From an optimization exercise on the open Yosys and OpenROAD flow, aimed at small area, a short achievable clock period and few clock cycles; shortcuts taken in it are not production practice. The RTL was checked by simulation tests, not by an equivalence proof against the original design. Power and IR drop assume default switching activity.

==> job 5151: inputs <==
Design MyDesign, start of the top module:
module MyDesign (clock, reset, go, rdAddress, wrAddress, WE, readbus, writebus, overflow, finished);
==> module fmul2, before the edit <==
module fmul2 (clock, a, b, en2, z, zn);
input         clock;
input  [31:0] a, b;
input         en2;
output reg [31:0] z;
output     [31:0] zn;       
wire [7:0]  ea = a[30:23], eb = b[30:23];
wire        za = (ea == 8'd0), zb = (eb == 8'd0);
wire        ia = (ea == 8'hff), ib = (eb == 8'hff);
wire        na = ia & (a[22:0] != 23'd0), nb = ib & (b[22:0] != 23'd0);
wire [1:0]  cls = (na | nb | (ia & zb) | (ib & za)) ? 2'd3 :
                  (ia | ib) ? 2'd2 : (za | zb) ? 2'd1 : 2'd0;
wire [47:0] ps, pc;
mant_mul mm (.a({1'b1, a[22:0]}), .b({1'b1, b[22:0]}), .s(ps), .c(pc));
reg [47:0] s1, c1;
wire [9:0]  ek0 = {2'b0, ea} + {2'b0, eb} - 10'd127;
wire [9:0]  ek1 = {2'b0, ea} + {2'b0, eb} - 10'd126;
wire [9:0]  ek2 = {2'b0, ea} + {2'b0, eb} - 10'd125;
wire [2:0]  zk = {ek2[9] | (~ek2[8] & (ek2[7:0] == 8'd0)), ek1[9] | (~ek1[8] & (ek1[7:0] == 8'd0)), ek0[9] | (~ek0[8] & (ek0[7:0] == 8'd0))};
wire [2:0]  ik = {~ek2[9] & (ek2[8] | (ek2[7:0] == 8'hff)), ~ek1[9] & (ek1[8] | (ek1[7:0] == 8'hff)), ~ek0[9] & (ek0[8] | (ek0[7:0] == 8'hff))};
reg [7:0]  x0, x1, x2;
reg [2:0]  zk1, ik1;
reg        sz1;
reg [1:0]  cl1;
always @(posedge clock) begin
	s1 <= ps; c1 <= pc;
	x0 <= ek0[7:0]; x1 <= ek1[7:0]; x2 <= ek2[7:0]; zk1 <= zk; ik1 <= ik;
	sz1 <= a[31] ^ b[31];
	cl1 <= cls;
end
wire [21:0] lsum;
wire        co1;
ksadd #(.N(22)) lo (.a(s1[21:0]), .b(c1[21:0]), .ci(1'b0), .s(lsum), .co(co1));
wire [21:0] zx = (s1[21:0] ^ c1[21:0]) ^ {(s1[20:0] | c1[20:0]), 1'b0};
wire        lz1 = (zx == 22'd0);
wire [25:0] p0, p1;
ksadd2 #(.N(26)) hi (.a(s1[47:22]), .b(c1[47:22]), .s0(p0), .s1(p1));
wire [25:0] p = co1 ? p1 : p0;
wire        n1 = p[25];
wire [23:0] m0 = n1 ? p[25:2] : p[24:1];
wire        g  = n1 ? p[1] : p[0];
wire        st = n1 ? (p[0] | ~lz1) : ~lz1;
wire        up = g & (st | m0[0]);
wire [23:0] mi;
wire        mco;
ksinc #(.N(24)) inc (.a(m0), .ci(up), .s(mi), .co(mco));
wire [22:0] mf = mco ? 23'd0 : mi[22:0];
wire        k2 = n1 & mco, k0 = ~n1 & ~mco, k1 = ~k2 & ~k0;
wire        ez = (k0 & zk1[0]) | (k1 & zk1[1]) | (k2 & zk1[2]);
wire        ei = (k0 & ik1[0]) | (k1 & ik1[1]) | (k2 & ik1[2]);
wire [7:0]  ex = ({8{k0}} & x0) | ({8{k1}} & x1) | ({8{k2}} & x2);
reg  [31:0] zr;
always @(*) begin
	if (cl1 == 2'd3)                       zr = 32'h7fc00000;
	else if (cl1 == 2'd2)                  zr = {sz1, 8'hff, 23'd0};
	else if (cl1 == 2'd1)                  zr = {sz1, 31'd0};
	else if (ez)                           zr = {sz1, 31'd0};
	else if (ei)                           zr = {sz1, 8'hff, 23'd0};
	else                                   zr = {sz1, ex, mf};
end
assign zn = zr;
always @(posedge clock) if (en2) z <= zr;
endmodule
Settings: LEC_CHECK=0, ABC_AREA=1, CAP_MARGIN=50, CORE_MARGIN=2, CORE_UTILIZATION=35, CTS_CLUSTER_DIAMETER=105, CTS_CLUSTER_SIZE=20, PLACE_DENSITY=0.45, SLEW_MARGIN=80; clock period 30.0 ns.
run.sh (not shown) runs the stock make flow with config.mk's settings and CLKGATE_MAP_FILE= SYNTH_SCRIPT=/design/flow/synth_recipe.tcl, a recipe that flattens the netlist after the stock synthesis.
==> job 9793: changes against job 5151 <==
--- a/flow/design.v
+++ b/flow/design.v
@@ -28,19 +28,19 @@
 	sz1 <= a[31] ^ b[31];
 	cl1 <= cls;
 end
 wire [21:0] lsum;
 wire        co1;
 ksadd #(.N(22)) lo (.a(s1[21:0]), .b(c1[21:0]), .ci(1'b0), .s(lsum), .co(co1));
 wire [21:0] zx = (s1[21:0] ^ c1[21:0]) ^ {(s1[20:0] | c1[20:0]), 1'b0};
 wire        lz1 = (zx == 22'd0);
-wire [25:0] p0, p1;
-ksadd2 #(.N(26)) hi (.a(s1[47:22]), .b(c1[47:22]), .s0(p0), .s1(p1));
-wire [25:0] p = co1 ? p1 : p0;
+wire [25:0] p;
+wire        pco;
+ksadd #(.N(26)) hi (.a(s1[47:22]), .b(c1[47:22]), .ci(co1), .s(p), .co(pco));
 wire        n1 = p[25];
 wire [23:0] m0 = n1 ? p[25:2] : p[24:1];
 wire        g  = n1 ? p[1] : p[0];
 wire        st = n1 ? (p[0] | ~lz1) : ~lz1;
 wire        up = g & (st | m0[0]);
 wire [23:0] mi;
 wire        mco;
 ksinc #(.N(24)) inc (.a(m0), .ci(up), .s(mi), .co(mco));
@@ -76,43 +76,49 @@
 wire [7:0]  dba = eb - ea;
 wire        egt = ~dab[8] & (dab[7:0] != 8'd0);      
 wire        elt = dab[8];                             
 wire        mlt = a[22:0] < b[22:0];                  
 wire        swap = elt | (~egt & mlt);
 wire        sl = swap ? sb : sa;
 wire [7:0]  el = elt ? eb : ea;
 wire [7:0]  d  = elt ? dba : dab[7:0];
-wire [23:0] ma = za ? 24'd0 : {1'b1, a[22:0]};
-wire [23:0] mb = zb ? 24'd0 : {1'b1, b[22:0]};
-wire [23:0] mx = elt ? mb : ma;
-wire [23:0] my = elt ? ma : mb;
-wire        zy = elt ? za : zb;
+wire [23:0] mx = elt ? {1'b1, b[22:0]} : {1'b1, a[22:0]};
+wire [23:0] my = elt ? {1'b1, a[22:0]} : {1'b1, b[22:0]};
 wire        sub = sa ^ sb;
 wire        big = (d > 8'd26);
 wire [4:0]  dc = d[4:0];
 wire [26:0] yx = {my, 3'b000};
 wire [26:0] ysh = yx >> dc;
 wire [26:0] ymask = ~(27'h7ffffff << dc);
 wire        ystk = (yx & ymask) != 27'd0;
-wire [26:0] ay = big ? {26'd0, ~zy} : {ysh[26:1], ysh[0] | ystk};
+wire [26:0] ay = big ? 27'd1 : {ysh[26:1], ysh[0] | ystk};
 wire [26:0] lx = {mx, 3'b000};
 wire [27:0] sumf = sub ? ({1'b0, lx} - {1'b0, ay}) : ({1'b0, lx} + {1'b0, ay});
 wire [23:0] mdr = {1'b1, b[22:0]} - {1'b1, a[22:0]};
 wire        rev = ~egt & ~elt & sub & mlt;
 wire [27:0] sum = rev ? {1'b0, mdr, 3'b000} : sumf;
-wire        spn = na | nb | (ia & ib & (sa ^ sb));
-wire        spf = spn | ia | ib | (za & zb);
-wire        spi = ia | ib;
-wire        sps = ia ? sa : ib ? sb : (sa & sb);
+reg  [31:0] spv;
+reg         spf;
+always @(*) begin
+	spf = 1'b1;
+	if (na | nb | (ia & ib & (sa ^ sb))) spv = 32'h7fc00000;
+	else if (ia)        spv = {sa, 8'hff, 23'd0};
+	else if (ib)        spv = {sb, 8'hff, 23'd0};
+	else if (za & zb)   spv = {sa & sb, 31'd0};
+	else if (za)        spv = {sb, b[30:0]};
+	else if (zb)        spv = a;
+	else begin          spv = 32'd0; spf = 1'b0; end
+end
 reg [27:0] sum1;
 reg [7:0]  el1;
-reg        sl1, spf1, spn1, spi1, sps1;
+reg        sl1, spf1;
+reg [31:0] spv1;
 always @(posedge clock) begin
-	sum1 <= sum; el1 <= el; sl1 <= sl; spf1 <= spf; spn1 <= spn; spi1 <= spi; sps1 <= sps;
+	sum1 <= sum; el1 <= el; sl1 <= sl; spf1 <= spf; spv1 <= spv;
 end
 wire [31:0] lzx = {sum1[26:0], 1'b1, 4'b0000};
 wire [15:0] z1;  wire [15:0] c1z;           
 wire [7:0]  z2;  wire [15:0] c2z;           
 wire [3:0]  z3;  wire [11:0] c3z;           
 wire [1:0]  z4;  wire [7:0]  c4z;           
 genvar gi;
 generate for (gi = 0; gi < 16; gi = gi + 1) begin : l1
@@ -137,17 +143,17 @@
 wire [26:0] nm = sum1[27] ? nr : nl;
 wire [9:0]  e1 = sum1[27] ? ({2'b0, el1} + 10'd1) : ({2'b0, el1} - {5'd0, lz});
 wire        up = nm[2] & (nm[1] | nm[0] | nm[3]);
 wire [24:0] mr = {1'b0, nm[26:3]} + {24'd0, up};
 wire [9:0]  e2 = e1 + {9'd0, mr[24]};
 wire [22:0] mf = mr[24] ? mr[23:1] : mr[22:0];
 reg  [31:0] zr;
 always @(*) begin
-	if (spf1)                              zr = spn1 ? 32'h7fc00000 : {sps1, {8{spi1}}, 23'd0};
+	if (spf1)                              zr = spv1;
 	else if (sum1 == 28'd0)                zr = 32'd0;
 	else if (e2[9] | (e2[8:0] == 9'd0))    zr = {sl1, 31'd0};
 	else if (e2[8] | (e2[7:0] == 8'hff))   zr = {sl1, 8'hff, 23'd0};
 	else                                   zr = {sl1, e2[7:0], mf};
 end
 assign zn = zr;
 always @(posedge clock) if (en2) z <= zr;
 endmodule
- CAP_MARGIN: 50 -> 25
- CTS_CLUSTER_DIAMETER: 105 -> 150
- SLEW_MARGIN: 80 -> 25
==> job 5435: changes against job 5151 <==
--- a/flow/design.v
+++ b/flow/design.v
@@ -28,19 +28,19 @@
 	sz1 <= a[31] ^ b[31];
 	cl1 <= cls;
 end
 wire [21:0] lsum;
 wire        co1;
 ksadd #(.N(22)) lo (.a(s1[21:0]), .b(c1[21:0]), .ci(1'b0), .s(lsum), .co(co1));
 wire [21:0] zx = (s1[21:0] ^ c1[21:0]) ^ {(s1[20:0] | c1[20:0]), 1'b0};
 wire        lz1 = (zx == 22'd0);
-wire [25:0] p0, p1;
-ksadd2 #(.N(26)) hi (.a(s1[47:22]), .b(c1[47:22]), .s0(p0), .s1(p1));
-wire [25:0] p = co1 ? p1 : p0;
+wire [25:0] p;
+wire        pco;
+ksadd #(.N(26)) hi (.a(s1[47:22]), .b(c1[47:22]), .ci(co1), .s(p), .co(pco));
 wire        n1 = p[25];
 wire [23:0] m0 = n1 ? p[25:2] : p[24:1];
 wire        g  = n1 ? p[1] : p[0];
 wire        st = n1 ? (p[0] | ~lz1) : ~lz1;
 wire        up = g & (st | m0[0]);
 wire [23:0] mi;
 wire        mco;
 ksinc #(.N(24)) inc (.a(m0), .ci(up), .s(mi), .co(mco));
- CAP_MARGIN: 50 -> 30
- CTS_CLUSTER_DIAMETER: 105 -> unset
- CTS_CLUSTER_SIZE: 20 -> unset
- SLEW_MARGIN: 80 -> 30
==> summary of the runs <==
Cell count: job 9793 < job 5435 < job 5151.
The lowest cell area belongs to job 9793, the highest to job 5151.
Sequential power is about the same in job 9793 and job 5435.
Wire length, lowest first: job 9793, job 5435, job 5151.
Between job 5435 and job 9793, the lower via count is in job 9793 (gap 2.3%, measured against job 9793).
Job 5435 finished clean. Job 5151 completed with no timing, DRC or antenna violations. Job 9793 completed, yet does not pass: max-capacitance violations, max-slew violations.
In die area, job 5435 and job 9793 hardly differ.
Power: job 5151 is smaller than job 5435 (about 7%).
Worst setup slack, highest first: job 9793, job 5151, job 5435.
Testbench counts of job 5151, summed over its fixed seeds: cycles 9,864.
Testbench counts of job 9793, summed over its fixed seeds: cycles 9,864.
Testbench counts of job 5435, summed over its fixed seeds: cycles 9,864.

-- separate check: timing with driven ports --
The flow's constraints put no driver on any port. The routed layouts listed below were extracted and timed again, unchanged, in two steps.
Step 1 sets driving cells, clkbuf_16 on the clock port and buf_2 on the other inputs (assumed; they add their load-dependent delay and slew).
Step 2 moves the port delays by t, midway between the first and last clock arrival at a register: inputs arrive t later, outputs are due t later. That takes back most of the time a late clock gives input paths.
Three values: ideal, step 1, step 2; two values: the first two.
run	t, ns	setup WS [ns]	latest minus earliest clock arrival (ns)
job 5151	1.024	21.888 / 21.862 / 21.888	0.116 / 0.116
job 9793	0.943	22.072 / 21.964 / 22.204	0.060 / 0.060
job 5435	0.968	21.605 / 21.605 / 21.605	0.066 / 0.067
